From an optimization exercise on the open Yosys and OpenROAD flow, aimed at small area and a short achievable clock period; shortcuts taken in it are not production practice. RTL that was checked went through simulation tests only; none was proved equivalent to the original. No functional check of the RTL was part of runs 1, 4 and 5.

<file path="design/flow/flow/run.sh">
#!/bin/bash
set -e
echo 'export BUFFER_PORTS_ARGS = -buffer_cell sky130_fd_sc_hd__buf_2' >> config.mk
sed 's/SETUP_SLACK_MARGIN=5 /SETUP_SLACK_MARGIN=6.3 /' standard.sh > standard_m.sh
grep -q 'SETUP_SLACK_MARGIN=6.3 ' standard_m.sh
bash standard_m.sh > standard.log 2>&1
</file>
<file path="design/flow/standard.sh">
#!/bin/bash
# synth_recipe.tcl (not shown) runs the flow's synth.tcl, then flattens the netlist and writes it again
# the make line also repeats each setting of config.mk as NAME=value (left out here)
make -C /OpenROAD-flow-scripts/flow DESIGN_CONFIG=/design/flow/config.mk WORK_HOME=/design/flow/orfs CLKGATE_MAP_FILE= SYNTH_SCRIPT=/design/flow/synth_recipe.tcl "${@:-finish}"
</file>
<file path="design/flow/design.v">
`timescale 1ns / 10ps
module a_filter_approx(
    input [31:0] x_in,
    input clk,
    input [5:0] reset,
    output [31:0] y_out);
    reg [31:0] y1, y2, y3, y4, y5, y6;
    reg [31:0] j2;
    reg [31:0] i3n, i4n, i5n, i6n;
    function [41:0] add42;
        input [41:0] a, b;
        reg [41:0] g, p, x;
        integer i, l;
        begin
            x = a ^ b;
            g = a & b;
            p = x;
            for (l = 0; l < 6; l = l + 1)
                for (i = 41; i >= 0; i = i - 1)
                    if (((i >> l) & 1) && (i >= (1 << l))) begin
                        g[i] = g[i] | (p[i] & g[((i >> l) << l) - 1]);
                        p[i] = p[i] & p[((i >> l) << l) - 1];
                    end
            add42 = x ^ {g[40:0], 1'b0};
        end
    endfunction
    function [83:0] csa42;
        input [41:0] a, b, c;
        begin
            csa42 = {{(a[40:0] & b[40:0]) | (a[40:0] & c[40:0]) | (b[40:0] & c[40:0]), 1'b0},
                     a ^ b ^ c};
        end
    endfunction
    function [31:0] add32;
        input [31:0] a, b;
        reg [31:0] g, p, x;
        integer i, l;
        begin
            x = a ^ b;
            g = a & b;
            p = x;
            for (l = 0; l < 5; l = l + 1)
                for (i = 31; i >= 0; i = i - 1)
                    if (((i >> l) & 1) && (i >= (1 << l))) begin
                        g[i] = g[i] | (p[i] & g[((i >> l) << l) - 1]);
                        p[i] = p[i] & p[((i >> l) << l) - 1];
                    end
            add32 = x ^ {g[30:0], 1'b0};
        end
    endfunction
    function [63:0] csa32;
        input [31:0] a, b, c;
        input ci;
        begin
            csa32 = {{(a[30:0] & b[30:0]) | (a[30:0] & c[30:0]) | (b[30:0] & c[30:0]), ci},
                     a ^ b ^ c};
        end
    endfunction
    wire [83:0] c1a = csa42({y1, 10'b1111111110},
                            {6'b111111, ~y1[31], {3{y1[31]}}, y1[30:0], 1'b0},
                            {6'b0, y1[31], ~y1[30:0], 4'b1111});
    wire [83:0] c1b = csa42(c1a[41:0], c1a[83:42], {x_in, 10'b0});
    wire [41:0] n1 = c1b[41:0] + c1b[83:42];
    wire [83:0] c2a = csa42({5'd0, y1, 5'b11111}, {5'd0, j2, 5'b00010}, {5'd0, y2, 5'd0});
    wire [83:0] c2b = csa42(c2a[41:0], c2a[83:42], {5'd0, 4'b1111, y2[31], ~y2[30:0], 1'b1});
    wire [83:0] c2c = csa42(c2b[41:0], c2b[83:42], {5'd0, 4'b0000, y2[31], ~y2[31], ~y2[30:0]});
    wire [41:0] n2 = c2c[41:0] + c2c[83:42];
    wire [41:0] nj = add42({5'd0, 2'b11, ~y1[31], y1[30:0], 3'd0},
                          {5'd0, 2'b00, ~y1[31], {3{y1[31]}}, y1[30:0]});
    function [31:0] sec34;
        input [31:0] u, in, o;
        reg [63:0] r0, r1, r2;
        begin
            r0 = csa32(u, in, o, 1'b1);
            r1 = csa32(r0[31:0], r0[63:32], {9'h1ff, o[31], ~o[30:10], 1'b1}, o[9:0] <= 10'd681);
            r2 = csa32(r1[31:0], r1[63:32], {9'h000, o[31], ~o[31], ~o[30:10]}, o[9:0] <= 10'd340);
            sec34 = r2[31:0] + r2[63:32];
        end
    endfunction
    wire [31:0] n3 = sec34(y2, i3n, y3);
    wire [31:0] n4 = sec34(y3, i4n, y4);
    function [41:0] sec56;
        input [31:0] u, in, o;
        reg [83:0] r0, r1;
        begin
            r0 = csa42({6'd0, u, 4'b1111}, {6'd0, in, 4'b1111},
                       {6'd0, 3'b111, ~o[31], o[30:0], 1'b1});
            r1 = csa42(r0[41:0], r0[83:42], {6'd0, 3'b000, ~o[31], o[31], o[30:0]});
            sec56 = add42(r1[41:0], r1[83:42]);
        end
    endfunction
    wire [41:0] n5 = sec56(y4, i5n, y5);
    wire [41:0] n6 = sec56(y5, i6n, y6);
    always @(posedge clk) begin
        y1 <= reset[0] ? 32'd0 : n1[41:10];
        y2 <= reset[1] ? 32'd0 : n2[36:5];
        j2 <= reset[1] ? 32'd0 : nj[36:5];
        y3 <= reset[2] ? 32'd0 : n3;
        i3n <= ~(reset[2] ? 32'd0 : y2);
        y4 <= reset[3] ? 32'd0 : n4;
        i4n <= ~(reset[3] ? 32'd0 : y3);
        y5 <= reset[4] ? 32'd0 : n5[35:4];
        i5n <= ~(reset[4] ? 32'd0 : y4);
        y6 <= reset[5] ? 32'd0 : n6[35:4];
        i6n <= ~(reset[5] ? 32'd0 : y5);
    end
    assign y_out = y6;
endmodule
</file>
<file path="design/flow/config.mk">
export PLATFORM = sky130hd
export DESIGN_NAME = a_filter_approx
export DESIGN_NICKNAME = a_filter_approx
export VERILOG_FILES = /design/flow/design.v
export SDC_FILE = /design/flow/constraint.sdc
export NUM_CORES = 4
export LEC_CHECK = 0
export ABC_AREA = 1
export CAP_MARGIN = 20
export CORE_MARGIN = 2
export CORE_UTILIZATION = 40
export CTS_CLUSTER_DIAMETER = 100
export CTS_CLUSTER_SIZE = 22
export SETUP_SLACK_MARGIN = 5
export SLEW_MARGIN = 20
export BUFFER_PORTS_ARGS = -buffer_cell sky130_fd_sc_hd__buf_2
</file>
<file path="design/flow/constraint.sdc">
create_clock -name core_clock -period 10.0 [get_ports {clk}]
set_input_delay 2.0000 -clock core_clock [delete_from_list [all_inputs] [get_ports {clk}]]
set_output_delay 2.0000 -clock core_clock [all_outputs]
set_load 0.01 [all_outputs]
</file>
==> metrics.md, run 1 <==
| Metric | Value |
|---|---|
| Root buf cell | clkbuf_16 |
| Finished Layout Cells | 5332 |
| Storage cell area | 7194 sq um |
| Number of global-route vias before repair | 25570 |
| Worst-Margin Slew | 0.9973 ns |
| Post-synthesis adder-cell area fraction | 37.81% |
| Wire length per cell | 15.08 um |
| Area contributors post-synth | fa_1 (25%), dfxtp_1 (21%), ha_1 (13%), nand2_1 (9.5%), inv_1 (9.3%) |
| FILL cells | 8236 |
| Design Area, Final | 36080 sq um |
| Buf/Inv on CP | 1 |
| Core Util, Final | 44.15% |
| Delay-heaviest family, CP | adder cells |
| HPWL Detailed | 66.31 mm |
| Initial antenna violation count | 1 |
| Yosys Warn Count | 1 |
| Final Critical Period | 3.648 ns |
| First-pass iteration count of the detailed router | 6 |
| Post-DRT Antenna Nets | 0 |
| Met2 Wirelength | 37.70 mm |
| CTS Buffer Depth | 3 |
| GRT overflow | 0 |
| Worst setup margin | 6.352 ns |
| Seq/Total Area, Yosys | 21.40% |
| Max Freq | 274.1 MHz |
| Tcrit/Tclk final | 36.48% |
| Simple-gate share of the synthesized area | 19.29% |
| Skew final | 0.04921 ns |
| Top sig layer | met4 |
| Die area | 84400 sq um |
| Syn Inst Count | 4176 |
| Slowest stage delay, CP | 0.54 ns |
| Xor/xnor share of the synthesized area | 1.200% |
| Routability cong. | 0.9441 |
| Global Route Usage Sum | 19.44% |
| Inst Count DP | 5285 |
| Multi-input logic area | 23230 sq um |
| Hold_ws | 0.4377 ns |
| Post-route DRC violation count | 0 |
| Pre-CTS setup slack | 5.755 ns |
| H-tree lvl count | 1 |
| Slew Limit Fails | 0 |
| Met3 Routed Length | 4.107 mm |
| Crit path kind | input port to register |
| CTS sink cnt | 351 |
| Wl on met1 | 36.86 mm |
| CP arrival | 4.15 ns |
| First-pass GRT wire length | 132.8 mm |
| Synth Register Bits | 351 |
| Slowest CP cell | fa_1 |
| DR iter-0 viols | 1418 |
| CP Launch Type | input port |
| Post-CTS Hold Buffers | 0 |
| Initial Utilization | 40.18% |
| CTS buffer count | 25 |
| Std-Cell Rows | 105 |
| Commonest cells post-synth | nand2_1 (829), inv_1 (813), nor2_1 (437), fa_1 (414), a21oi_1 (384) |
| Placed inst area | 34640 sq um |
| Max Cap Viol | 0 |
| Worst setup EP type | register |
| Post-synth EDFFs | 0 |
| Syn nets | 4959 |
| Crit path cell chain | buf_2, fa_1, ha_2, a21oi_1, o21ai_0, a21oi_1, nand3_2, nand2_1, nand3_1, nand2_1, nor2_1 |
| Total Nets Final | 5029 |
| PortBufs | 70 |
| CTS tree | built |
| Fraction of layout cells with a size suffix above 1 | 10.07% |
| Antenna diodes | 0 |
| Most frequent cell after synthesis | nand2_1 |
| Yosys top cell area share | 25.24% |
| Syn Area/Cell | 7.863 sq um |
| Core Area | 81720 sq um |
| Clock-pin slew on the worst setup and hold paths | 0.10 ns |
| Die Span Y | 290.5 um |
| Setup violators final | 0 |
| Max-slew headroom | 33.10% |
| Hold WC Path Type | register to register |
| Post-synth top flop | dfxtp_1 |
| Vias/cell | 4.907 |
| Die width | 290.5 um |
| I/O Pins | 71 |
| Area leader, netlist | fa_1 |
| Clock latency (worst-skew pair) | 0.61 ns |
| Final wirelength | 80.41 mm |
| Cell area after synthesis | 32840 sq um |
| Final setup TNS | 0 ns |
| Final hold vios | 0 |
| Ys async rst share | 0% |
| Status | complete, no violations |
| Area Overhead vs Synth | 9.873% |
| Post-synthesis compound-gate area fraction | 10.41% |
| CP required | 10.50 ns |
| Pin count of the biggest net entering global routing | 62 |
| Largest family of logic cells by synthesized area | adder cells |
| Multiplexer share of the synthesized area | 0% |
| CP Max Fanout | 5 |
| RSZ-0062 raised after global routing | yes |
| Yosys cell types | 48 |
| Via count | 26160 |
## sequential cells by signal (all words and copies together) (netlist names)
signal,flops
j2,31
y6,32
i4n,32
y1,32
y2,32
i3n,32
i6n,32
y4,32
y5,32
y3,32
i5n,32
## placed cells by master (no fill, tap or decap), drive strengths merged, types with 20 or more instances in the layout
cell	synthesis	routed
nand2	856	856
inv	817	827
nor2	444	444
fa	414	414
a21oi	389	389
dfxtp	351	351
ha	330	330
o21ai	182	182
nand3	151	151
buf	5	78
nor3	49	49
xnor2	34	34
clkbuf	30	29
o21a	20	20
## per-layer routing
metal  vias up  global-route usage [%]
li1      13130                       -
met3        91                   2.554
met5         -                       0
met2       564                   33.23
met4         0                   4.019
met1     12380                   26.36
## layout make-up
| type | count | share of cell area [%] |
|---|---|---|
| multi-input combinational | 2965 | 64.38 |
| sequential | 351 | 19.94 |
| inverter | 825 | 8.594 |
| tap | 1070 | 3.711 |
| clock buffer | 29 | 1.831 |
| timing repair buffer | 78 | 1.138 |
| clock inverter | 14 | 0.4023 |
## logic make-up after synthesis
logic type	count (synthesis)
AND/OR/NAND/NOR	1537
buffers and inverters	860
adder cells (fa/ha/maj)	744
AO/OA/AOI/OAI	639
flip-flops	351
XOR/XNOR	45
## worst paths after layout
kind | start | slack (ns) | end | depth (start not counted)
worst min register to register | y5[2] | 0.44 | i6n[2] | 1
worst min-delay path | y5[2] | 0.44 | i6n[2] | 1
worst max-delay path | x_in[10] | 6.35 | y1[19] | 11
worst max register to register | y1[17] | 6.43 | y2[27] | 15
## what timing repair did
action | CTS | global route
buffers inserted | 1 | 3
resized for setup | 35 | 219
pin swaps | 0 | 15
setup endpoints to repair | 21 | 81
==> run 2, diff against run 1 <==
--- a/design/flow/design.v
+++ b/design/flow/design.v
@@ -76,3 +76,3 @@
             r2 = csa32(r1[31:0], r1[63:32], {9'h000, o[31], ~o[31], ~o[30:10]}, o[9:0] <= 10'd340);
-            sec34 = r2[31:0] + r2[63:32];
+            sec34 = add32(r2[31:0], r2[63:32]);
         end
==> run 2 against run 1 <==
Effect of this change: count of clock-buffer cells in the layout is 2 lower; setup slack better by 0.0066 ns; non-clock buffer count up 26; first-iteration DRC count shrank 11%; via count is 5.3% lower.
==> metrics.md, run 2 <==
| Metric | Value |
|---|---|
| Status | complete, no violations |
| Cell area after synthesis | 32250 sq um |
| Yosys top cell area share | 26.20% |
| Via count | 24760 |
| Tcrit/Tclk final | 36.42% |
| Post-synthesis compound-gate area fraction | 9.474% |
| GRT met1 Usage | 24.61% |
| Die Span Y | 287.9 um |
| Met3 GRT Util | 1.609% |
| CP Launch Type | register |
| Largest family of logic cells by synthesized area | adder cells |
| Seq/Total Area, Yosys | 21.79% |
| Max Cap Viol | 0 |
| CTS sink cnt | 351 |
| Syn nets | 4772 |
| CTS tree | built |
| Design Area, Final | 35900 sq um |
| Core Area | 80160 sq um |
| Area Overhead vs Synth | 11.32% |
| Post-CTS Hold Buffers | 0 |
| Setup violators final | 0 |
| Core Util, Final | 44.79% |
| PortBufs | 70 |
| Root buf cell | clkbuf_16 |
| Most frequent cell after synthesis | inv_1 |
| Final Critical Period | 3.642 ns |
| Post-synth EDFFs | 0 |
| Pin count of the biggest net entering global routing | 54 |
| FF-to-FF Start | y3[7] |
| Most frequent cells in the layout | inv_1 (824), nand2_1 (714), fa_1 (416) |
| Slew Limit Fails | 0 |
| Fraction of layout cells with a size suffix above 1 | 11.02% |
| Synth Register Bits | 351 |
| Clock-pin slew on the worst setup and hold paths | 0.10 ns |
| Commonest cells post-synth | inv_1 (827), nand2_1 (728), fa_1 (422), nor2_1 (388), a21oi_1 (357) |
| Vias/cell | 4.807 |
| Worst-Margin Slew | 0.9732 ns |
| Final hold vios | 0 |
| GRT overflow | 0 |
| I/O Pins | 71 |
| Hold Crit Start | y2[5] |
| Total Nets Final | 4865 |
| Worst Hold Depth | 1 |
| Ys async rst share | 0% |
| Post-route DRC violation count | 0 |
| Die area | 82910 sq um |
| Area leader, netlist | fa_1 |
| Initial antenna violation count | 1 |
| Clock latency (worst-skew pair) | 0.61 ns |
| Max Freq | 274.6 MHz |
| Hold EP | i3n[5] |
| Number of global-route vias before repair | 24750 |
| Routability cong. | 0.9285 |
| Post-synthesis adder-cell area fraction | 38.92% |
| HPWL Detailed | 59.88 mm |
| CP Max Fanout | 5 |
| Die width | 287.9 um |
| Final wirelength | 74.28 mm |
| Yosys Warn Count | 1 |
| Syn Area/Cell | 8.097 sq um |
| Crit path kind | register to register |
| H-tree lvl count | 1 |
| Final setup TNS | 0 ns |
| Global Route Usage Sum | 18.50% |
| Placed inst area | 34010 sq um |
| Met2 usage | 32.86% |
| GRT busiest layer | met2 |
| Worst Setup SP | y3[7] |
| Initial Utilization | 40.23% |
| Post-DRT Antenna Nets | 0 |
| Wire length per cell | 14.42 um |
| Syn Inst Count | 3983 |
| Yosys cell types | 52 |
| Hold WC Path Type | register to register |
| Reg-to-Reg End | y3[16] |
| Multiplexer share of the synthesized area | 0% |
| CTS Buffer Depth | 3 |
| Antenna diodes | 0 |
| FILL cells | 8045 |
| CP arrival | 4.16 ns |
| R2r setup slk | 6.36 ns |
| First-pass GRT wire length | 124.2 mm |
| Commonest non-fill, non-tap cell in the layout | inv_1 |
| Skew final | 0.03298 ns |
| Std-Cell Rows | 104 |
| Post-synth top flop | dfxtp_1 |
| RSZ-0062 raised after global routing | yes |
| Area contributors post-synth | fa_1 (26%), dfxtp_1 (22%), ha_1 (13%), inv_1 (9.6%), nand2_1 (8.5%) |
| CP required | 10.52 ns |
| Worst setup EP type | register |
| Simple-gate share of the synthesized area | 17.95% |
| First-pass iteration count of the detailed router | 6 |
| DR iter-0 viols | 1264 |
| Worst reg-to-reg path cell count | 14 |
| CTS buffer count | 26 |
| Max-slew headroom | 35.03% |
| Xor/xnor share of the synthesized area | 1.467% |
[run 2: repair_timing]
action / 4_1_cts / 5_1_grt
resized for setup: 62 / 189
buffers inserted: 5 / 24
endpoints found under the hold margin: 0 / 0
gates cloned: 0 / 1
pin swaps: 5 / 38
setup endpoints to repair: 25 / 70
[run 2: cells by family (layout without fill, tap and decap cells)]
logic type               after synthesis  after routing
AND/OR/NAND/NOR                     1379           1379
buffers and inverters                882            991
adder cells (fa/ha/maj)              750            750
AO/OA/AOI/OAI                        567            567
flip-flops                           351            351
XOR/XNOR                              54             54
[run 2: worst max path at each step]
| stage | endpoint | slack [ns] | cells after the start |
|---|---|---|---|
| floorplan | y1[30] | 6.29 | 11 |
| global placement | y1[20] | 5.80 | 13 |
| detailed placement | y1[20] | 5.77 | 13 |
| CTS | y4[17] | 6.26 | 15 |
| global route | y4[26] | 6.22 | 14 |
| finish | y3[16] | 6.36 | 14 |
[run 2: routing by layer]
layer / vias to the layer above / routed length (um) / part of all wire [%]
met4: 2 / 1422 / 1.9
met2: 395 / 35820 / 48
li1: 12470 / - / -
met5: - / 11 / 0.015
met1: 11830 / 34400 / 46
met3: 76 / 2630 / 3.5
[run 2: cell type report]
type	count	area, sq um	share of cell area, %
clock buffers	27	654.4	1.823
clock inverters	17	257.7	0.7179
inverters	843	3166	8.817
multi-input cells	2750	22600	62.96
flip-flops and latches	351	7234	20.15
well taps	1060	1326	3.694
repair buffers	104	660.6	1.840
[run 2: stage by stage]
step	hold slack [ns]	setup WS, ns	std cells
after floorplan	0.4003	6.289	3983
after global placement	0.4119	5.796	5078
after detailed placement	0.4182	5.771	5078
after CTS	0.4393	6.261	5127
after global routing	0.4254	6.221	5152
final	0.4145	6.358	5152
[run 2: worst max-delay path: stages, from the launching register on]
cell      delay (ns)
dfxtp_4         0.39
fa_1            0.50
inv_1           0.05
fa_1            0.45
fa_1            0.49
inv_1           0.04
ha_1            0.30
a21oi_1         0.14
a21boi_2        0.23
nand2_4         0.10
nand2_4         0.10
nand2_8         0.07
fa_2            0.56
inv_1           0.03
nor2_1          0.09
==> run 3, diff against run 2 <==
--- a/design/flow/design.v
+++ b/design/flow/design.v
@@ -63,6 +63,6 @@
     wire [41:0] n1 = c1b[41:0] + c1b[83:42];
-    wire [83:0] c2a = csa42({5'd0, y1, 5'b11111}, {5'd0, j2, 5'b00010}, {5'd0, y2, 5'd0});
-    wire [83:0] c2b = csa42(c2a[41:0], c2a[83:42], {5'd0, 4'b1111, y2[31], ~y2[30:0], 1'b1});
-    wire [83:0] c2c = csa42(c2b[41:0], c2b[83:42], {5'd0, 4'b0000, y2[31], ~y2[31], ~y2[30:0]});
-    wire [41:0] n2 = c2c[41:0] + c2c[83:42];
+    wire [63:0] c2a = csa32(y1, j2, y2, 1'b0);
+    wire [63:0] c2b = csa32(c2a[31:0], c2a[63:32], {4'hf, y2[31], ~y2[30:5], 1'b1}, y2[4:0] <= 5'd21);
+    wire [63:0] c2c = csa32(c2b[31:0], c2b[63:32], {4'h0, y2[31], ~y2[31], ~y2[30:5]}, y2[4:0] <= 5'd10);
+    wire [31:0] n2 = c2c[31:0] + c2c[63:32];
     wire [41:0] nj = add42({5'd0, 2'b11, ~y1[31], y1[30:0], 3'd0},
@@ -95,3 +95,3 @@
         y1 <= reset[0] ? 32'd0 : n1[41:10];
-        y2 <= reset[1] ? 32'd0 : n2[36:5];
+        y2 <= reset[1] ? 32'd0 : n2;
         j2 <= reset[1] ? 32'd0 : nj[36:5];
==> run 3 against run 2 <==
Effect of this change: still clean on timing, DRC and antenna; flip-flop and latch count is the same; setup slack gained 0.016 ns.
==> metrics.md, run 3 <==
| Metric | Value |
|---|---|
| Slowest stage delay, CP | 0.47 ns |
| RSZ-0062 raised after global routing | yes |
| Initial Utilization | 40.45% |
| Max Freq | 275.8 MHz |
| CP Max Fanout | 5 |
| FILL cells | 7977 |
| Wire length per cell | 14.45 um |
| Commonest cells post-synth | inv_1 (826), nand2_1 (692), fa_1 (422), a21oi_1 (372), nor2_1 (364) |
| Yosys cell types | 48 |
| Die width | 286.9 um |
| Number of global-route vias before repair | 24480 |
| Area Overhead vs Synth | 10.36% |
| PortBufs | 70 |
| Setup violators final | 0 |
| Buf/Inv on CP | 1 |
| Max Cap Viol | 0 |
| Die Span Y | 286.9 um |
| GRT overflow | 0 |
| Post-CTS Hold Buffers | 0 |
| I/O Pins | 71 |
| Commonest non-fill, non-tap cell in the layout | inv_1 |
| Slew Limit Fails | 0 |
| HPWL Detailed | 60.10 mm |
| DR iter-0 viols | 1120 |
| Post-route DRC violation count | 0 |
| Crit path cell chain | buf_2, fa_1, ha_1, nand2_1, nor2_1, nand2_1, nor2_1, nand2_1, a21oi_1, nor2_1 |
| Worst setup EP type | register |
| Most frequent cells in the layout | inv_1 (825), nand2_1 (678), fa_1 (418) |
| H-tree lvl count | 1 |
| Reg-to-Reg End | y3[16] |
| Vias/cell | 4.780 |
| Routability cong. | 0.9128 |
| Worst-Margin Slew | 0.9759 ns |
| Die area | 82310 sq um |
| Area contributors post-synth | fa_1 (26%), dfxtp_1 (22%), ha_1 (13%), inv_1 (9.7%), nand2_1 (8.1%) |
| Final wirelength | 73.30 mm |
| CTS Buffer Depth | 3 |
| Tcrit/Tclk final | 36.25% |
| Final hold vios | 0 |
| Hold WC Path Type | register to register |
| Std-Cell Rows | 103 |
| Clock latency (worst-skew pair) | 0.60 ns |
| First-pass GRT wire length | 123.5 mm |
| Yosys Warn Count | 1 |
| Post-synth top flop | dfxtp_1 |
| Global Route Usage Sum | 18.50% |
| First-pass iteration count of the detailed router | 7 |
| CTS sink cnt | 351 |
| Syn Inst Count | 3936 |
| Area leader, netlist | fa_1 |
| Antenna diodes | 0 |
| Slowest CP cell | fa_1 |
| Crit path kind | input port to register |
| Initial antenna violation count | 0 |
| Hold Crit Start | y5[2] |
| Delay-heaviest family, CP | simple AND/OR/NAND/NOR gates |
| CTS buffer count | 25 |
| Core Util, Final | 44.64% |
| R2r setup slk | 6.44 ns |
| FF-to-FF Start | y2[3] |
| Root buf cell | clkbuf_16 |
| Fraction of layout cells with a size suffix above 1 | 10.21% |
| Clock-pin slew on the worst setup and hold paths | 0.08 ns |
| Max-slew headroom | 34.94% |
| Worst Hold Depth | 1 |
| CTS tree | built |
| CP required | 10.47 ns |
| Total Nets Final | 4794 |
| Hold EP | i6n[2] |
| Seq/Total Area, Yosys | 21.95% |
| Post-DRT Antenna Nets | 0 |
| Skew final | 0.03191 ns |
| CP arrival | 4.09 ns |
| Syn Area/Cell | 8.133 sq um |
| Final Critical Period | 3.625 ns |
| Post-synth EDFFs | 0 |
| Final setup TNS | 0 ns |
| Worst reg-to-reg path cell count | 15 |
| Ys async rst share | 0% |
| Via count | 24260 |
| CP Launch Type | input port |
| Cell area after synthesis | 32010 sq um |
| Status | complete, no violations |
| Core Area | 79130 sq um |
| WP depth | 10 |
| Syn nets | 4720 |
| Pin count of the biggest net entering global routing | 55 |
| Most frequent cell after synthesis | inv_1 |
| Yosys top cell area share | 26.39% |
| Synth Register Bits | 351 |
## run 3: cell type report
| type | count | area [sq um] | area share [%] |
|---|---|---|---|
| sequential | 351 | 7208 | 20.40 |
| timing repair buffer | 85 | 515.5 | 1.459 |
| clock inverter | 14 | 196.4 | 0.5561 |
| multi-input combinational | 2709 | 22300 | 63.14 |
| inverter | 838 | 3146 | 8.904 |
| tap | 1050 | 1314 | 3.719 |
| clock buffer | 27 | 643.1 | 1.820 |
## run 3: worst max path at each step
stage              from     end  slack [ns]
6_report       x_in[14]  y1[22]        6.37
5_1_grt          y1[21]  y2[26]        6.23
4_1_cts           y4[5]  y4[17]        6.27
3_5_place_dp   x_in[14]  y1[24]        5.79
3_3_place_gp   x_in[13]  y1[24]        5.76
2_1_floorplan   x_in[2]  y1[23]        6.28
## run 3: repair_timing
item | CTS | global route
buffers inserted | 2 | 10
pin swaps | 4 | 26
resized for setup | 45 | 171
hold endpoints to repair | 0 | 0
setup endpoints to repair | 22 | 65
## run 3: per-stage QoR
step / instance area, sq um / hold WS (ns) / setup slack, ns / instances
floorplan: 32240 / 0.4003 / 6.283 / 3936
global placement: 33740 / 0.4129 / 5.758 / 5020
detailed placement: 33760 / 0.4227 / 5.787 / 5021
CTS: 34720 / 0.4425 / 6.271 / 5064
global route: 35330 / 0.4583 / 6.234 / 5074
finish: 35330 / 0.4341 / 6.375 / 5074
## run 3: metal layers
| layer | vias to the layer above | share of wire [%] | global-route usage, % |
|---|---|---|---|
| li1 | 12290 | - | - |
| met1 | 11570 | 47 | 24.70 |
| met2 | 301 | 48 | 32.63 |
| met3 | 93 | 2.7 | 1.444 |
| met4 | 0 | 2.4 | 4.141 |
| met5 | - | 0 | 0 |
## run 3: worst register-to-register path, cell delays in order (launching register included)
cell and delay, ns:
dfxtp_2 0.38, fa_1 0.54, inv_1 0.05, fa_1 0.46
fa_1 0.50, inv_1 0.07, ha_4 0.29, inv_2 0.04
o211ai_4 0.20, nand3_2 0.12, nand2_4 0.12, nand2_4 0.08
nand2_8 0.09, fa_2 0.43, inv_1 0.06, nor2_1 0.03
## run 3: cells by family after synthesis
group,after synthesis,share of synthesized area [%]
and+or+nand+nor,1335,17.54
buffers and inverters,876,10.40
adders and majority gates,745,39.02
AOI/OAI and AO/OA,576,9.639
DFF,351,21.95
xor gates and xnor gates,53,1.450
==> run 4, diff against run 3 <==
--- a/design/flow/design.v
+++ b/design/flow/design.v
@@ -35,2 +35,3 @@
         input [31:0] a, b;
+        input cin;
         reg [31:0] g, p, x;
@@ -40,2 +41,3 @@
             g = a & b;
+            g[0] = g[0] | (x[0] & cin);
             p = x;
@@ -47,3 +49,3 @@
                     end
-            add32 = x ^ {g[30:0], 1'b0};
+            add32 = x ^ {g[30:0], cin};
         end
@@ -58,21 +60,24 @@
     endfunction
-    wire [83:0] c1a = csa42({y1, 10'b1111111110},
-                            {6'b111111, ~y1[31], {3{y1[31]}}, y1[30:0], 1'b0},
-                            {6'b0, y1[31], ~y1[30:0], 4'b1111});
+    wire [83:0] c1a = csa42({y1, 10'b1111111110}, {{9{y1[31]}}, y1, 1'b0},
+                            ~{{6{y1[31]}}, y1, 4'b0});
     wire [83:0] c1b = csa42(c1a[41:0], c1a[83:42], {x_in, 10'b0});
     wire [41:0] n1 = c1b[41:0] + c1b[83:42];
+    wire [31:0] h2 = {{5{y2[31]}}, y2[31:5]};
     wire [63:0] c2a = csa32(y1, j2, y2, 1'b0);
-    wire [63:0] c2b = csa32(c2a[31:0], c2a[63:32], {4'hf, y2[31], ~y2[30:5], 1'b1}, y2[4:0] <= 5'd21);
-    wire [63:0] c2c = csa32(c2b[31:0], c2b[63:32], {4'h0, y2[31], ~y2[31], ~y2[30:5]}, y2[4:0] <= 5'd10);
-    wire [31:0] n2 = c2c[31:0] + c2c[63:32];
-    wire [41:0] nj = add42({5'd0, 2'b11, ~y1[31], y1[30:0], 3'd0},
-                          {5'd0, 2'b00, ~y1[31], {3{y1[31]}}, y1[30:0]});
+    wire [63:0] c2b = csa32(c2a[31:0], c2a[63:32], {~h2[30:0], 1'b1}, y2[4:0] <= 5'd21);
+    wire [63:0] c2c = csa32(c2b[31:0], c2b[63:32], ~h2, y2[4:0] <= 5'd10);
+    wire [31:0] n2 = add32(c2c[31:0], c2c[63:32], 1'b0);
+    wire [8:0] t2 = 9 * y1[4:0];
+    wire d2 = t2[8:5] != {1'b0, y1[4:2]};
+    wire [31:0] nj = add32({{2{y1[31]}}, y1[31:2]}, {{5{y1[31]}}, y1[31:5]}, d2);
     function [31:0] sec34;
         input [31:0] u, in, o;
+        reg [31:0] h;
         reg [63:0] r0, r1, r2;
         begin
+            h = {{10{o[31]}}, o[31:10]};
             r0 = csa32(u, in, o, 1'b1);
-            r1 = csa32(r0[31:0], r0[63:32], {9'h1ff, o[31], ~o[30:10], 1'b1}, o[9:0] <= 10'd681);
-            r2 = csa32(r1[31:0], r1[63:32], {9'h000, o[31], ~o[31], ~o[30:10]}, o[9:0] <= 10'd340);
-            sec34 = add32(r2[31:0], r2[63:32]);
+            r1 = csa32(r0[31:0], r0[63:32], {~h[30:0], 1'b1}, o[9:0] <= 10'd681);
+            r2 = csa32(r1[31:0], r1[63:32], ~h, o[9:0] <= 10'd340);
+            sec34 = add32(r2[31:0], r2[63:32], 1'b0);
         end
@@ -86,4 +91,4 @@
             r0 = csa42({6'd0, u, 4'b1111}, {6'd0, in, 4'b1111},
-                       {6'd0, 3'b111, ~o[31], o[30:0], 1'b1});
-            r1 = csa42(r0[41:0], r0[83:42], {6'd0, 3'b000, ~o[31], o[31], o[30:0]});
+                       {6'd0, {3{o[31]}}, o, 1'b1});
+            r1 = csa42(r0[41:0], r0[83:42], {6'd0, {4{o[31]}}, o});
             sec56 = add42(r1[41:0], r1[83:42]);
@@ -96,3 +101,3 @@
         y2 <= reset[1] ? 32'd0 : n2;
-        j2 <= reset[1] ? 32'd0 : nj[36:5];
+        j2 <= reset[1] ? 32'd0 : nj;
         y3 <= reset[2] ? 32'd0 : n3;
==> design/flow/run.sh (new file) <==
#!/bin/bash
# synth_recipe.tcl (not shown) runs the flow's synth.tcl, then flattens the netlist and writes it again
# the make line also repeats each setting of config.mk as NAME=value (left out here)
make -C /OpenROAD-flow-scripts/flow DESIGN_CONFIG=/design/flow/config.mk WORK_HOME=/design/flow/orfs CLKGATE_MAP_FILE= SYNTH_SCRIPT=/design/flow/synth_recipe.tcl finish
--- a/design/flow/config.mk
+++ b/design/flow/config.mk
@@ -11,6 +11,3 @@
 export CORE_UTILIZATION = 40
-export CTS_CLUSTER_DIAMETER = 100
-export CTS_CLUSTER_SIZE = 22
 export SETUP_SLACK_MARGIN = 5
 export SLEW_MARGIN = 20
-export BUFFER_PORTS_ARGS = -buffer_cell sky130_fd_sc_hd__buf_2
removed: design/flow/flow/run.sh
removed: design/flow/standard.sh
==> run 4 against run 3 <==
Effect of this change: routed wire length decreased by 1.7%; clock skew decreased by 0.0021 ns; via count decreased by 0.92%; final area increased by 1.6%; synthesized cell count decreased by 0.43%; register-to-register slack got worse by 0.86 ns; die area increased by 1.5%; non-clock buffer count decreased by 10; flip-flop and latch count unchanged; final cell count increased by 0.37%; highest routed layer unchanged.
==> metrics.md, run 4 <==
| Metric | Value |
|---|---|
| Worst setup EP type | register |
| Synth Register Bits | 351 |
| Cell area after synthesis | 32490 sq um |
| Fraction of layout cells with a size suffix above 1 | 3.942% |
| Root buf cell | clkbuf_16 |
| Slowest CP cell | fa_1 |
| Skew final | 0.02978 ns |
| Yosys cell types | 42 |
| HPWL Detailed | 59.07 mm |
| Area Overhead vs Synth | 10.43% |
| Worst-Margin Slew | 0.9984 ns |
| Area leader, netlist | fa_1 |
| Delay-heaviest family, CP | adder cells |
| Post-CTS Hold Buffers | 0 |
| R2r setup slk | 5.58 ns |
| Clock latency (worst-skew pair) | 0.60 ns |
| Finished Layout Cells | 5093 |
| Post-synth top flop | dfxtp_1 |
| CTS buffer count | 45 |
| CP Launch Type | register |
| Buf/Inv on CP | 3 |
| Syn Inst Count | 3919 |
| Die width | 289.0 um |
| Syn nets | 4715 |
| Setup violators final | 0 |
| Seq/Total Area, Yosys | 21.63% |
| Commonest non-fill, non-tap cell in the layout | inv_1 |
| Yosys top cell area share | 27.66% |
| Via count | 24030 |
| Clock-pin slew on the worst setup and hold paths | 0.06 ns |
| Multi-input logic area | 22200 sq um |
| DR iter-0 viols | 991 |
| Max Cap Viol | 0 |
| Vias/cell | 4.719 |
| CTS tree | built |
| FF-to-FF Start | y1[4] |
| Wire length per cell | 14.15 um |
| Max-slew headroom | 33.35% |
| CTS sink cnt | 351 |
| Most frequent cell after synthesis | inv_1 |
| Routability cong. | 0.9077 |
| Slowest stage delay, CP | 0.52 ns |
| Reg-to-Reg End | j2[16] |
| Hold WC Path Type | register to register |
| Post-DRT Antenna Nets | 0 |
| CP Max Fanout | 13 |
| Slew Limit Fails | 0 |
| I/O Pins | 71 |
| Total Nets Final | 4792 |
| Yosys Warn Count | 1 |
| Syn Area/Cell | 8.291 sq um |
| Die area | 83530 sq um |
| Worst Hold Depth | 1 |
| Initial Utilization | 40.40% |
| Ys async rst share | 0% |
| Final wirelength | 72.08 mm |
| Crit path cell chain | inv_1, ha_1, inv_1, nand2_1, fa_1, o21ai_0, a21oi_1, nand3_1, fa_1, fa_1, nand3_1, nand2_1, nand3_1, nand3_2, nand2_1, nand2_1, inv_1, fa_1, nor2_1 |
| Initial antenna violation count | 0 |
| Final Critical Period | 4.419 ns |
| Status | complete, no violations |
| Commonest cells post-synth | inv_1 (797), nand2_1 (680), fa_1 (449), nor2_1 (366), dfxtp_1 (351) |
| First-pass iteration count of the detailed router | 5 |
| Max Freq | 226.3 MHz |
| Final hold vios | 0 |
| PortBufs | 70 |
| CP arrival | 4.94 ns |
| RSZ-0062 raised after global routing | no |
| Global Route Usage Sum | 18.11% |
| Tcrit/Tclk final | 44.19% |
| Final setup TNS | 0 ns |
| Hold Crit Start | y5[2] |
| Die Span Y | 289.0 um |
| H-tree lvl count | 2 |
| Antenna diodes | 0 |
| Post-route DRC violation count | 0 |
| Hold_ws | 0.4301 ns |
| CTS Buffer Depth | 3 |
| Area contributors post-synth | fa_1 (28%), dfxtp_1 (22%), ha_1 (12%), inv_1 (9.2%), nand2_1 (7.9%) |
| Post-synth EDFFs | 0 |
| Worst reg-to-reg path cell count | 19 |
| Inst Count DP | 5009 |
| Std-Cell Rows | 104 |
| Hold EP | i6n[2] |
| GRT overflow | 0 |
| Number of global-route vias before repair | 24320 |
| Most frequent cells in the layout | inv_1 (796), nand2_1 (680), fa_1 (449) |
| CP required | 10.52 ns |
| Pin count of the biggest net entering global routing | 55 |
| Core Util, Final | 44.62% |
| FILL cells | 7978 |
| Core Area | 80420 sq um |
| Setup repair bufs after CTS | 0 |
| Post_cts resized | 0 |
| Crit path kind | register to register |
| Storage cell area | 7027 sq um |
| First-pass GRT wire length | 121.8 mm |
==> run 4: how the worst max path moves through the flow <==
stage | depth (start not counted) | slack (ns) | end | from
6_report | 19 | 5.58 | j2[16] | y1[4]
2_1_floorplan | 14 | 6.07 | y1[24] | x_in[2]
3_3_place_gp | 16 | 5.27 | y1[29] | x_in[2]
5_1_grt | 19 | 5.22 | j2[16] | y1[4]
4_1_cts | 19 | 5.53 | j2[16] | y1[4]
3_5_place_dp | 12 | 5.23 | y1[19] | x_in[2]
==> run 4: layout make-up <==
class                           instances  share of cell area (%)
Multi-Input combinational cell       2716                   61.86
Tap cell                             1060                   3.696
Clock buffer                           61                   3.529
Clock inverter                         23                  0.8474
Sequential cell                       351                   19.58
Timing Repair Buffer                   75                   2.043
Inverter                              807                   8.442
==> run 4: cells by family (layout without fill, tap and decap cells) <==
| kind of cell | count (synthesis) | in the layout | synth area share (%) |
|---|---|---|---|
| AO/OA/AOI/OAI | 540 | 540 | 9.099 |
| flip-flops | 351 | 351 | 21.63 |
| adder cells (fa/ha/maj) | 757 | 757 | 39.52 |
| AND/OR/NAND/NOR | 1316 | 1316 | 16.91 |
| buffers and inverters | 852 | 966 | 10.07 |
| XOR/XNOR | 103 | 103 | 2.776 |
==> run 4: per-stage QoR <==
stage | worst slack (ns) | area, sq um
2_1_floorplan | 6.066 | 32490
3_3_place_gp | 5.268 | 34320
3_5_place_dp | 5.234 | 34320
4_1_cts | 5.527 | 35890
5_1_grt | 5.216 | 35880
6_report | 5.581 | 35880
==> run 4: per-layer routing <==
layer	GRT usage [%]	wire (um)
met5	0	0
met3	1.945	1884
met1	21.97	31590
met2	33.73	36740
met4	5.142	1867
==> run 5, diff against run 4 <==
--- a/design/flow/design.v
+++ b/design/flow/design.v
@@ -69,5 +69,3 @@
     wire [31:0] n2 = add32(c2c[31:0], c2c[63:32], 1'b0);
-    wire [8:0] t2 = 9 * y1[4:0];
-    wire d2 = t2[8:5] != {1'b0, y1[4:2]};
-    wire [31:0] nj = add32({{2{y1[31]}}, y1[31:2]}, {{5{y1[31]}}, y1[31:5]}, d2);
+    wire [41:0] nj = add42({5'd0, {2{y1[31]}}, y1, 3'd0}, {5'd0, {5{y1[31]}}, y1});
     function [31:0] sec34;
@@ -101,3 +99,3 @@
         y2 <= reset[1] ? 32'd0 : n2;
-        j2 <= reset[1] ? 32'd0 : nj;
+        j2 <= reset[1] ? 32'd0 : nj[36:5];
         y3 <= reset[2] ? 32'd0 : n3;
==> run 5 against run 4 <==
Effect of this change: flip-flop and latch count unchanged; critical path depth decreased by 4; register-to-register slack improved by 0.07 ns; critical endpoint is now y2[17].
==> metrics.md, run 5 <==
| Metric | Value |
|---|---|
| GRT busiest layer | met2 |
| FF-to-FF Start | y2[1] |
| Area leader, netlist | fa_1 |
| Syn Inst Count | 3925 |
| HPWL Detailed | 60.43 mm |
| Initial antenna violation count | 0 |
| CTS Buffer Depth | 3 |
| CP Launch Type | register |
| Ys async rst share | 0% |
| Most frequent cells in the layout | inv_1 (786), nand2_1 (668), fa_1 (445) |
| Root buf cell | clkbuf_16 |
| GRT overflow | 0 |
| Global Route Usage Sum | 18.17% |
| CTS buffer count | 44 |
| CP required | 10.46 ns |
| Tcrit/Tclk final | 43.44% |
| Die width | 290.0 um |
| Post-route DRC violation count | 0 |
| Crit path cell chain | fa_1, inv_1, fa_1, fa_1, inv_1, fa_1, nand3_1, o211ai_2, nand3_2, nand2_4, nand2_2, nand2_2, fa_1, xnor2_1, nor2_1 |
| Syn nets | 4718 |
| Post_cts resized | 0 |
| Setup violators final | 0 |
| Worst setup EP type | register |
| Syn Area/Cell | 8.338 sq um |
| First-pass GRT wire length | 124.7 mm |
| Delay-heaviest family, CP | adder cells |
| Final wirelength | 72.78 mm |
| Max Cap Viol | 0 |
| DR iter-0 viols | 964 |
| Cell area after synthesis | 32730 sq um |
| Final setup TNS | 0 ns |
| H-tree lvl count | 2 |
| Yosys cell types | 48 |
| Post-CTS Hold Buffers | 0 |
| Slowest stage delay, CP | 0.64 ns |
| First-pass iteration count of the detailed router | 5 |
| Final Critical Period | 4.344 ns |
| Synth Register Bits | 351 |
| Yosys top cell area share | 27.22% |
| Area Overhead vs Synth | 10.25% |
| Slowest CP cell | dfxtp_1 |
| Max Freq | 230.2 MHz |
| Status | complete, no violations |
| Antenna diodes | 0 |
| Wire length per cell | 14.28 um |
| Max-slew headroom | 33.70% |
| Fraction of layout cells with a size suffix above 1 | 4.507% |
| Die Span Y | 290.0 um |
| Yosys Warn Count | 1 |
| PortBufs | 70 |
| Skew final | 0.01849 ns |
| Worst-Margin Slew | 0.9946 ns |
| Routability cong. | 0.9068 |
| Via count | 24170 |
| Initial Utilization | 40.50% |
| Most frequent cell after synthesis | inv_1 |
| CP arrival | 4.81 ns |
| Final hold vios | 0 |
| Post-synth EDFFs | 0 |
| Cell mode on critical path | fa_1 |
| Commonest cells post-synth | inv_1 (786), nand2_1 (668), fa_1 (445), nor2_1 (370), dfxtp_1 (351) |
| Clock latency (worst-skew pair) | 0.59 ns |
| Area contributors post-synth | fa_1 (27%), dfxtp_1 (21%), ha_1 (12%), inv_1 (9.0%), nand2_1 (7.7%) |
| Commonest non-fill, non-tap cell in the layout | inv_1 |
| Seq/Total Area, Yosys | 21.47% |
| Setup repair bufs after CTS | 0 |
| Met2 usage | 33.40% |
| Pin count of the biggest net entering global routing | 55 |
| CP Max Fanout | 15 |
| Crit path kind | register to register |
| Placed inst area | 34570 sq um |
| Buf/Inv on CP | 2 |
| Hold WC Path Type | register to register |
| Design Area, Final | 36080 sq um |
| Post-DRT Antenna Nets | 0 |
| Vias/cell | 4.740 |
| CTS sink cnt | 351 |
| Clock-pin slew on the worst setup and hold paths | 0.06 ns |
| Std-Cell Rows | 104 |
| Total Nets Final | 4797 |
| Die area | 84120 sq um |
| GRT met1 Usage | 22.34% |
| CTS tree | built |
| I/O Pins | 71 |
| Core Area | 80810 sq um |
| RSZ-0062 raised after global routing | no |
| Hold Crit Start | y5[2] |
| Post-synth top flop | dfxtp_1 |
| Number of global-route vias before repair | 24550 |
| Slew Limit Fails | 0 |
| Worst Setup SP | y2[1] |
| Met3 GRT Util | 2.030% |
-- run 5: layer usage --
| layer | vias to the layer above | share of wire (%) |
|---|---|---|
| li1 | 12270 | - |
| met1 | 11470 | 44 |
| met2 | 323 | 51 |
| met3 | 104 | 2.7 |
| met4 | 0 | 2.6 |
| met5 | - | 0 |
-- run 5: cell type report --
class                      count  area, sq um
fill                        8008        44730
multi-input combinational   2730        22460
sequential                   351         7027
inverter                     800         3003
tap                         1060         1326
clock buffer                  56         1217
timing repair buffer          77        753.2
clock inverter                24        296.5
-- run 5: final timing paths --
check | endpoint | slack (ns) | cells past startpoint
setup / recovery | y2[17] | 5.66 | 15
hold / removal | i6n[2] | 0.43 | 1
setup reg to reg | y2[17] | 5.66 | 15
hold reg to reg | i6n[2] | 0.43 | 1
-- run 5: kinds of logic after synthesis --
group / Yosys count / synth area share [%]
compound gates: 554 / 9.286
xor+xnor: 104 / 2.783
fa+ha+maj: 754 / 39.03
buf+inv: 844 / 9.906
flops: 351 / 21.47
simple gates: 1318 / 17.52
-- run 5: stage by stage --
stage	setup WS, ns	hold slack, ns	util (%)	std cells
CTS	5.550	0.4291	44.65	5098
global placement	5.347	0.4127	42.78	5018
floorplan	6.056	0.4003	-	3925
detailed placement	5.324	0.4199	42.78	5018
finish	5.656	0.4303	44.65	5098
global route	5.390	0.4394	44.65	5098

-- separate check: timing with driven ports --
Ports are ideal in the flow. The routed layouts listed here were re-timed in OpenROAD. Step 1 sets driving cells, clkbuf_16 on the clock port and buf_2 on the other inputs (assumed; they add their load-dependent delay and slew). Step 2 also shifts input and output timing later by t, the mid clock arrival at the registers, as if the neighbouring blocks saw the same clock. a / b / c = no drivers / after step 1 / after step 2; a / b = the first two.
| run | t (ns) | slack for setup (ns) | hold slack, ns | clock arrival spread, ns |
|---|---|---|---|---|
| run 1 | 0.650 | 6.352 / 6.395 / 5.745 | 0.438 / 0.438 / 0.438 | 0.050 / 0.050 |
| run 2 | 0.649 | 6.358 / 6.358 / 5.772 | 0.414 / 0.414 / 0.414 | 0.035 / 0.035 |
| run 3 | 0.646 | 6.375 / 6.416 / 5.770 | 0.434 / 0.434 / 0.434 | 0.032 / 0.032 |
| run 4 | 0.649 | 5.581 / 5.581 / 5.212 | 0.430 / 0.430 / 0.430 | 0.030 / 0.030 |
| run 5 | 0.645 | 5.656 / 5.656 / 5.321 | 0.430 / 0.430 / 0.430 | 0.018 / 0.018 |
After both steps setup and hold are still met in every run listed. For run 1, which loses most, drivers alone change the setup slack by +0.043 ns; drivers and shift together by -0.607 ns.
